This design comes from an exercise in tuning for small area, a short achievable clock period and few clock cycles on the open sky130 flow, not from production work.
Function was checked by simulation only, so behaviour that the tests miss may differ from the original.
No activity file was given, so power comes from the tool's default toggle rates.

Setup of run A:
// core
module core(i_clk, i_arst_n, i_int_source,
            i_instr_mem, o_instr_adr,
            o_wb_cyc, o_wb_stb, o_wb_sel, o_wb_we, o_wb_adr, o_wb_dat,
            i_wb_dat, i_wb_ack);
  input         i_clk;
  input         i_arst_n;
  input  [8:0]  i_int_source;
  input  [31:0] i_instr_mem;
  output [29:0] o_instr_adr;
  input         i_wb_ack;
  input  [31:0] i_wb_dat;
  output        o_wb_cyc;
  output        o_wb_stb;
  output        o_wb_we;
  output [3:0]  o_wb_sel;
  output [31:0] o_wb_adr;
  output [31:0] o_wb_dat;
  reg  [29:0] pc;
  reg         ex_v;
  reg  [31:0] ex_a, ex_b, ex_opb;
  reg  [15:0] ex_imm;
  reg  [4:0]  ex_dest;
  reg         ex_wen, ex_lnkc;
  reg  [2:0]  ex_rsel;
  reg         ex_sub, ex_sgn, ex_ovfc;
  reg  [1:0]  ex_lop, ex_sop;
  reg         ex_svar;
  reg         ex_ld, ex_st;
  reg  [2:0]  ex_mt;
  reg         ex_beq, ex_bne, ex_blez, ex_bgtz, ex_bltz, ex_bgez, ex_cz;
  reg         ex_jmp, ex_jrc;
  reg         ex_mul, ex_div, ex_mdsgn, ex_mthi, ex_mtlo, ex_mdany, ex_hisel;
  reg         ex_mtc0, ex_rfe, ex_resv, ex_ds, ex_nofwd, ex_mds;
  reg  [29:0] ex_pc;
  reg         mw_wen, mw_ld;
  reg  [31:0] mw_res;
  reg         b_req, b_we;
  reg  [3:0]  b_sel;
  reg  [31:0] b_adr, b_dat;
  reg  [4:0]  mw_dest;
  reg  [2:0]  mw_mt;
  reg         mw_take, mw_ovf;
  reg  [4:0]  st_exc;
  reg  [8:0]  st_int;
  reg  [14:0] cause;
  reg  [29:0] epc;
  reg         ie;
  reg  [8:0]  int_q, pend;
  reg  [31:0] rf [1:31];
  wire bus_hold = b_req & ~i_wb_ack;           
  wire freeze   = mw_ld & bus_hold;            
  wire [31:0] ins = i_instr_mem;
  wire [5:0]  op  = ins[31:26];
  wire [4:0]  rs  = ins[25:21];
  wire [4:0]  rt  = ins[20:16];
  wire [4:0]  rd  = ins[15:11];
  wire [5:0]  fn  = ins[5:0];
  ...
==> module muldiv, before the edit <==
module muldiv(i_clk, i_arst_n, i_start, i_div, i_sgn, i_a, i_b, i_sum, i_wrhi, i_wrlo,
              i_hisel, o_busy, o_dout);
  input         i_clk, i_arst_n;
  input         i_start, i_div, i_sgn;
  input  [31:0] i_a, i_b;
  input  [31:0] i_sum;                   
  input         i_wrhi, i_wrlo;
  input         i_hisel;
  output        o_busy;
  output [31:0] o_dout;
  reg         bsy, nega, fix, hs, inv, bc;
  reg         m_neg, m_two, m_one;           
  reg  [5:0]  cnt;
  reg         isdiv, lead;
  reg  [31:0] hi, lo, bm;
  reg         f_sa, f_sb, f_d;
  assign o_busy = bsy;
  wire        lo_zero = lo == 32'd0;
  wire        rhi     = i_hisel & ~nega;
  wire        rneg    = nega | (rhi ? (f_d ? f_sa : f_sa ^ f_sb) : (f_sa ^ f_sb));
  wire        rcin    = nega | rneg & (~rhi | f_d | lo_zero);
  wire [31:0] rx      = (rhi ? hi : lo) ^ {32{rneg}};
  pf_inc #(32) u_rd(.a(rx), .ci(rcin), .s(o_dout));
  wire [33:0] m_y   = (m_two ? {1'b0, bm, 1'b0} : m_one ? {2'b00, bm} : 34'd0) ^ {34{m_neg}};
  wire [33:0] x = (fix | ~isdiv) ? {hs, hs, hi} : {hs, hi, lo[31]};
  wire [33:0] y = isdiv ? {{2{f_sb}}, bm} ^ {34{inv}} : fix ? {2'b00, bm} : m_y;
  wire        c = isdiv ? inv : ~fix & m_neg;
  wire [33:0] s;
  ks_add #(34) u_add(.a(x), .b(y), .ci(c), .s(s), .co());
  wire        q = ~s[32];                                 
  wire can8  = cnt[5:3] != 3'd0;
  wire can4  = cnt[5:2] != 4'd0;
  wire sk8   = can8 & (isdiv ? lead & (lo[31:24] == 8'd0) :
                              (lo[7:0] == 8'd0) & ~bc | (lo[7:0] == 8'hff) & bc);
  wire sk4   = can4 & isdiv & lead & (lo[31:28] == 4'd0);
  wire sk3   = isdiv & lead & ((bm[31:3] ^ {29{f_sb}}) != 29'd0);
  wire [1:0] z3 = ~can8 ? 2'd0 : lo[31] ? 2'd0 : lo[30] ? 2'd1 : lo[29] ? 2'd2 : 2'd3;
  wire run   = bsy & ~nega & ~fix;
  wire step  = run & ~sk8 & ~sk4 & ~sk3;
  function [2:0] booth;                      
    input [2:0] t;
    booth = {t[2] & ~(t[1] & t[0]), ~t[2] & t[1] & t[0] | t[2] & ~t[1] & ~t[0], t[1] ^ t[0]};
  endfunction
  wire [31:0] hi_step = isdiv ? s[31:0] : s[33:2];
  wire [31:0] lo_step = isdiv ? {lo[30:0], q} : {s[1:0], lo[31:2]};
  wire        sa0 = i_sgn & i_a[31];
  wire        st8 = i_div & ~sa0 & (i_a[31:24] == 8'd0);
  wire        st4 = i_div & ~sa0 & (i_a[31:28] == 4'd0);
  wire        sb0 = i_sgn & i_b[31];
  wire [31:0] hi0 = (sa0 & sb0) ? ~i_sum : sa0 ? i_b : sb0 ? i_a : 32'd0;
  reg  [31:0] hi_o, lo_o;
  always @* begin
    hi_o = hi;
    lo_o = lo;
    if (i_start) begin
      hi_o = i_div ? 32'd0 : hi0;
      lo_o = ~i_div ? i_a ^ {32{sa0}} : st8 ? {i_a[23:0], 8'd0} : st4 ? {i_a[27:0], 4'd0} : i_a;
    end else if (nega) begin
      lo_o = o_dout;
    end else if (fix) begin
      hi_o = s[31:0];
    end else if (bsy) begin
      if (sk8) begin
        if (isdiv) lo_o = {lo[23:0], 8'd0};
        else begin
          hi_o = {{8{hs}}, hi[31:8]};
          lo_o = {hi[7:0], lo[31:8]};
        end
      end else if (sk4) begin
        lo_o = {lo[27:0], 4'd0};
      end else begin
        case (z3)
          2'd0: begin hi_o = {29'd0, lo[31:29]}; lo_o = {lo[28:0], 3'd0}; end
          2'd1: begin hi_o = {28'd0, lo[31:28]}; lo_o = {lo[27:0], 4'd0}; end
          2'd2: begin hi_o = {27'd0, lo[31:27]}; lo_o = {lo[26:0], 5'd0}; end
          default: begin hi_o = {26'd0, lo[31:26]}; lo_o = {lo[25:0], 6'd0}; end
        endcase
      end
    end else begin
      if (i_wrhi) hi_o = i_a;
      if (i_wrlo) lo_o = i_a;
    end
  end
  wire do_step = step & ~i_start;
  always @(posedge i_clk)
    if (i_start) bm <= i_div ? i_b : i_b ^ {32{sb0}};
  always @(posedge i_clk, negedge i_arst_n) begin
    if (!i_arst_n) begin
      bsy <= 1'b0;
      nega <= 1'b0;
      fix <= 1'b0;
      hs <= 1'b0;
      inv <= 1'b0;
      bc <= 1'b0;
      {m_neg, m_two, m_one} <= 3'd0;
      cnt <= 6'd0;
      isdiv <= 1'b0;
      lead <= 1'b0;
      hi <= 32'd0;
      lo <= 32'd0;
      f_sa <= 1'b0;
      f_sb <= 1'b0;
      f_d <= 1'b0;
    end else begin
      hi <= do_step ? hi_step : hi_o;
      lo <= do_step ? lo_step : lo_o;
      if (i_start) begin
        bsy <= 1'b1;
        nega <= i_div & sa0;
        hs <= 1'b0;
        bc <= 1'b0;
        {m_neg, m_two, m_one} <= booth({i_a[1] ^ sa0, i_a[0] ^ sa0, 1'b0});
        inv <= ~sb0;                          
        cnt <= st8 ? 6'd24 : st4 ? 6'd28 : 6'd32;
        isdiv <= i_div;
        lead <= i_div;
        f_sa <= sa0;
        f_sb <= sb0;
        f_d <= i_div;
      end else if (nega) begin
        nega <= 1'b0;
      end else if (fix) begin
        fix <= 1'b0;
        bsy <= 1'b0;
        hs <= 1'b0;
      end else if (bsy) begin
        if (sk8) begin
          cnt <= cnt - 6'd8;
          bsy <= cnt != 6'd8;
          if (~isdiv) begin
            bc <= lo[7];
            {m_neg, m_two, m_one} <= booth({lo[9:8], lo[7]});
            if (cnt == 6'd8) begin
              bsy <= lo[7];                     
              fix <= lo[7];
            end
          end
        end else if (sk4) begin
          cnt <= cnt - 6'd4;
          bsy <= cnt != 6'd4;
        end else if (sk3) begin
          lead <= 1'b0;
          cnt <= cnt - 6'd3 - {4'd0, z3};
        end else if (isdiv) begin
          lead <= 1'b0;
          cnt <= cnt - 6'd1;
          hs <= s[32];
          inv <= s[32] ? f_sb : ~f_sb;          
          if (cnt == 6'd1) begin
            bsy <= s[32];                       
            fix <= s[32];
            inv <= f_sb;                        
          end
        end else begin
          cnt <= cnt - 6'd2;
          hs <= s[33];
          bc <= lo[1];
          {m_neg, m_two, m_one} <= booth({lo[3:2], lo[1]});
          if (cnt == 6'd2) begin
            bsy <= lo[1];                       
            fix <= lo[1];
          end
        end
      end
    end
  end
endmodule
make LEC_CHECK=0 CAP_MARGIN=5 CORE_MARGIN=2 CORE_UTILIZATION=45 CTS_CLUSTER_DIAMETER=100 CTS_CLUSTER_SIZE=20 SETUP_SLACK_MARGIN=5 SLEW_MARGIN=5 finish   # period 9.0 ns
run.sh (not shown) runs the stock make flow with config.mk's settings and CLKGATE_MAP_FILE= SYNTH_SCRIPT=/design/flow/synth_recipe.tcl, a recipe that flattens the netlist after the stock synthesis.
Testbench counts of run A, summed over its fixed seeds: cycles 22,729.
> inputs changed (run A -> run B)
--- a/flow/design.v
+++ b/flow/design.v
@@ -35,7 +35,6 @@
                               (lo[7:0] == 8'd0) & ~bc | (lo[7:0] == 8'hff) & bc);
   wire sk4   = can4 & isdiv & lead & (lo[31:28] == 4'd0);
   wire sk3   = isdiv & lead & ((bm[31:3] ^ {29{f_sb}}) != 29'd0);
-  wire [1:0] z3 = ~can8 ? 2'd0 : lo[31] ? 2'd0 : lo[30] ? 2'd1 : lo[29] ? 2'd2 : 2'd3;
   wire run   = bsy & ~nega & ~fix;
   wire step  = run & ~sk8 & ~sk4 & ~sk3;
   function [2:0] booth;                      
@@ -70,12 +69,8 @@
       end else if (sk4) begin
         lo_o = {lo[27:0], 4'd0};
       end else begin
-        case (z3)
-          2'd0: begin hi_o = {29'd0, lo[31:29]}; lo_o = {lo[28:0], 3'd0}; end
-          2'd1: begin hi_o = {28'd0, lo[31:28]}; lo_o = {lo[27:0], 4'd0}; end
-          2'd2: begin hi_o = {27'd0, lo[31:27]}; lo_o = {lo[26:0], 5'd0}; end
-          default: begin hi_o = {26'd0, lo[31:26]}; lo_o = {lo[25:0], 6'd0}; end
-        endcase
+        hi_o = {29'd0, lo[31:29]};
+        lo_o = {lo[28:0], 3'd0};
       end
     end else begin
       if (i_wrhi) hi_o = i_a;
@@ -141,7 +136,7 @@
           bsy <= cnt != 6'd4;
         end else if (sk3) begin
           lead <= 1'b0;
-          cnt <= cnt - 6'd3 - {4'd0, z3};
+          cnt <= cnt - 6'd3;
         end else if (isdiv) begin
           lead <= 1'b0;
           cnt <= cnt - 6'd1;
Findings:
- Compared with run A, run B shows a clock tree skew after final layout that is 28 ps higher.
- Diff run B and run A: routing usage on met3 higher in run B
- Total power: run B above run A
- Run B has more setup slack than run A.
- Summary of run B over run A: critical path depth dropped 11, path depth of the worst reg2reg path dropped 11.
Testbench counts of run B, summed over its fixed seeds: cycles 23,029.

* * *

core, a different RTL version from the one above (not shown whole).
For scale: about 1500 flip-flops, roughly 180 I/O pins.
==> module muldiv, before the edit <==
module muldiv(i_clk, i_arst_n, i_start, i_div, i_sgn, i_a, i_b, i_sum, i_wrhi, i_wrlo,
              i_hisel, o_busy, o_dout);
  input         i_clk, i_arst_n;
  input         i_start, i_div, i_sgn;
  input  [31:0] i_a, i_b;
  input  [31:0] i_sum;                   
  input         i_wrhi, i_wrlo;
  input         i_hisel;
  output        o_busy;
  output [31:0] o_dout;
  reg         bsy, nega, fix, hs, inv;
  reg  [5:0]  cnt;
  reg         isdiv, lead;
  reg  [31:0] hi, lo, bm;
  reg         f_sa, f_sb, f_d;
  assign o_busy = bsy;
  wire        lo_zero = lo == 32'd0;
  wire        rhi     = i_hisel & ~nega;
  wire        rneg    = nega | (rhi ? (f_d ? f_sa : f_sa ^ f_sb) : (f_sa ^ f_sb));
  wire        rcin    = nega | rneg & (~rhi | f_d | lo_zero);
  wire [31:0] rx      = (rhi ? hi : lo) ^ {32{rneg}};
  pf_inc #(32) u_rd(.a(rx), .ci(rcin), .s(o_dout));
  wire [33:0] x = fix ? {hs, hs, hi} : isdiv ? {hs, hi, lo[31]} : {2'b00, hi};
  wire [33:0] y = isdiv ? {{2{f_sb}}, bm} ^ {34{inv}} : (lo[0] ? {2'b00, bm} : 34'd0);
  wire        c = isdiv & inv;
  wire [33:0] s;
  ks_add #(34) u_add(.a(x), .b(y), .ci(c), .s(s), .co());
  wire        q = ~s[32];                                 
  wire can8  = cnt[5:3] != 3'd0;
  wire can4  = cnt[5:2] != 4'd0;
  wire sk8   = can8 & (isdiv ? lead & (lo[31:24] == 8'd0) : (lo[7:0] == 8'd0));
  wire sk4   = can4 & isdiv & lead & (lo[31:28] == 4'd0);
  wire sk3   = isdiv & lead & ((bm[31:3] ^ {29{f_sb}}) != 29'd0);
  wire run   = bsy & ~nega & ~fix;
  wire step  = run & ~sk8 & ~sk4 & ~sk3;
  wire [31:0] hi_step = isdiv ? s[31:0] : s[32:1];
  wire [31:0] lo_step = isdiv ? {lo[30:0], q} : {s[0], lo[31:1]};
  wire        sa0 = i_sgn & i_a[31];
  wire        sb0 = i_sgn & i_b[31];
  wire [31:0] hi0 = (sa0 & sb0) ? ~i_sum : sa0 ? i_b : sb0 ? i_a : 32'd0;
  reg  [31:0] hi_o, lo_o;
  always @* begin
    hi_o = hi;
    lo_o = lo;
    if (i_start) begin
      hi_o = i_div ? 32'd0 : hi0;
      lo_o = i_div ? i_a : i_a ^ {32{sa0}};
    end else if (nega) begin
      lo_o = o_dout;
    end else if (fix) begin
      hi_o = s[31:0];
    end else if (bsy) begin
      if (sk8) begin
        if (isdiv) lo_o = {lo[23:0], 8'd0};
        else begin
          hi_o = {8'd0, hi[31:8]};
          lo_o = {hi[7:0], lo[31:8]};
        end
      end else if (sk4) begin
        lo_o = {lo[27:0], 4'd0};
      end else begin
        hi_o = {29'd0, lo[31:29]};
        lo_o = {lo[28:0], 3'd0};
      end
    end else begin
      if (i_wrhi) hi_o = i_a;
      if (i_wrlo) lo_o = i_a;
    end
  end
  wire do_step = step & ~i_start;
  always @(posedge i_clk)
    if (i_start) bm <= i_div ? i_b : i_b ^ {32{sb0}};
  always @(posedge i_clk, negedge i_arst_n) begin
    if (!i_arst_n) begin
      bsy <= 1'b0;
      nega <= 1'b0;
      fix <= 1'b0;
      hs <= 1'b0;
      inv <= 1'b0;
      cnt <= 6'd0;
      isdiv <= 1'b0;
      lead <= 1'b0;
      hi <= 32'd0;
      lo <= 32'd0;
      f_sa <= 1'b0;
      f_sb <= 1'b0;
      f_d <= 1'b0;
    end else begin
      hi <= do_step ? hi_step : hi_o;
      lo <= do_step ? lo_step : lo_o;
      if (i_start) begin
        bsy <= 1'b1;
        nega <= i_div & sa0;
        hs <= 1'b0;
        inv <= ~sb0;                          
        cnt <= 6'd32;
        isdiv <= i_div;
        lead <= i_div;
        f_sa <= sa0;
        f_sb <= sb0;
        f_d <= i_div;
      end else if (nega) begin
        nega <= 1'b0;
      end else if (fix) begin
        fix <= 1'b0;
        bsy <= 1'b0;
        hs <= 1'b0;
      end else if (bsy) begin
        if (sk8) begin
          cnt <= cnt - 6'd8;
          bsy <= cnt != 6'd8;
        end else if (sk4) begin
          cnt <= cnt - 6'd4;
          bsy <= cnt != 6'd4;
        end else if (sk3) begin
          lead <= 1'b0;
          cnt <= cnt - 6'd3;
        end else begin
          lead <= 1'b0;
          cnt <= cnt - 6'd1;
          if (isdiv) begin
            hs <= s[32];
            inv <= s[32] ? f_sb : ~f_sb;        
          end
          if (cnt == 6'd1) begin
            bsy <= isdiv & s[32];               
            fix <= isdiv & s[32];
            inv <= f_sb;                        
          end
        end
      end
    end
  end
endmodule
clock: 9.0 ns
lec_check: 0
cap_margin: 5
core_margin: 2
core_utilization: 45
cts_cluster_diameter: 100
cts_cluster_size: 20
setup_slack_margin: 5
slew_margin: 5
Testbench counts at the start, summed over its fixed seeds: cycles 23,739.
Change:
--- a/flow/design.v
+++ b/flow/design.v
@@ -35,19 +35,21 @@
   wire run   = bsy & ~nega & ~fix;
   wire step  = run & ~sk8 & ~sk4 & ~sk3;
   wire [31:0] hi_step = isdiv ? s[31:0] : s[32:1];
   wire [31:0] lo_step = isdiv ? {lo[30:0], q} : {s[0], lo[31:1]};
   wire        sa0 = i_sgn & i_a[31];
+  wire        st8 = i_div & ~sa0 & (i_a[31:24] == 8'd0);
+  wire        st4 = i_div & ~sa0 & (i_a[31:28] == 4'd0);
   wire        sb0 = i_sgn & i_b[31];
   wire [31:0] hi0 = (sa0 & sb0) ? ~i_sum : sa0 ? i_b : sb0 ? i_a : 32'd0;
   reg  [31:0] hi_o, lo_o;
   always @* begin
     hi_o = hi;
     lo_o = lo;
     if (i_start) begin
       hi_o = i_div ? 32'd0 : hi0;
-      lo_o = i_div ? i_a : i_a ^ {32{sa0}};
+      lo_o = ~i_div ? i_a ^ {32{sa0}} : st8 ? {i_a[23:0], 8'd0} : st4 ? {i_a[27:0], 4'd0} : i_a;
     end else if (nega) begin
       lo_o = o_dout;
     end else if (fix) begin
       hi_o = s[31:0];
     end else if (bsy) begin
@@ -92,11 +94,11 @@
       if (i_start) begin
         bsy <= 1'b1;
         nega <= i_div & sa0;
         hs <= 1'b0;
         inv <= ~sb0;                          
-        cnt <= 6'd32;
+        cnt <= st8 ? 6'd24 : st4 ? 6'd28 : 6'd32;
         isdiv <= i_div;
         lead <= i_div;
         f_sa <= sa0;
         f_sb <= sb0;
         f_d <= i_div;
What happened:
- combinational power came out lower by about 2%
- via count goes up by 0.49%
- design area barely changes
- non-clock buffer count came out higher by 47
- worst setup slack improved by 11 ps
- register-to-register slack is about the same
- routed wire length barely changes
- power went down by 1.7%
- fmax is about the same
- area after synthesis came out lower by 0.61%
- final cell count is about the same
- sequential share of layout area goes up by 0.10 points
- critical path depth grows by 8
Testbench counts after the change, summed over its fixed seeds: cycles 23,537.

[re-timing with driven ports]
How much do the figures lean on ideal ports? The routed layouts below were timed once more, with nothing changed but the port constraints. Step 1, drivers: a clkbuf_16 drives i_clk and a buf_2 each remaining input, both assumed. Step 2 times the ports against the registers' clock, not the clock port: input delays grow and output delays shrink by t, the midpoint of the rising clock arrivals with the driver on. Three values: no drivers, after step 1, after step 2; two values: the first two.
run | shift t [ns] | slack for setup (ns) | hold WS [ns]
run A | 0.911 | 4.678 / 4.678 / 4.012 | 0.443 / 0.443 / 0.443
run B | 0.898 | 4.814 / 4.814 / 4.033 | 0.433 / 0.433 / 0.433
the first run of note 2 | 0.906 | 4.841 / 4.841 / 4.097 | 0.432 / 0.432 / 0.432
the second run of note 2 | 0.887 | 4.852 / 4.852 / 4.084 | 0.443 / 0.443 / 0.443
After both steps every run listed still meets setup and hold. The setup slack of run B, which loses most, moves by 0.000 ns with the drivers and by -0.781 ns with both steps.
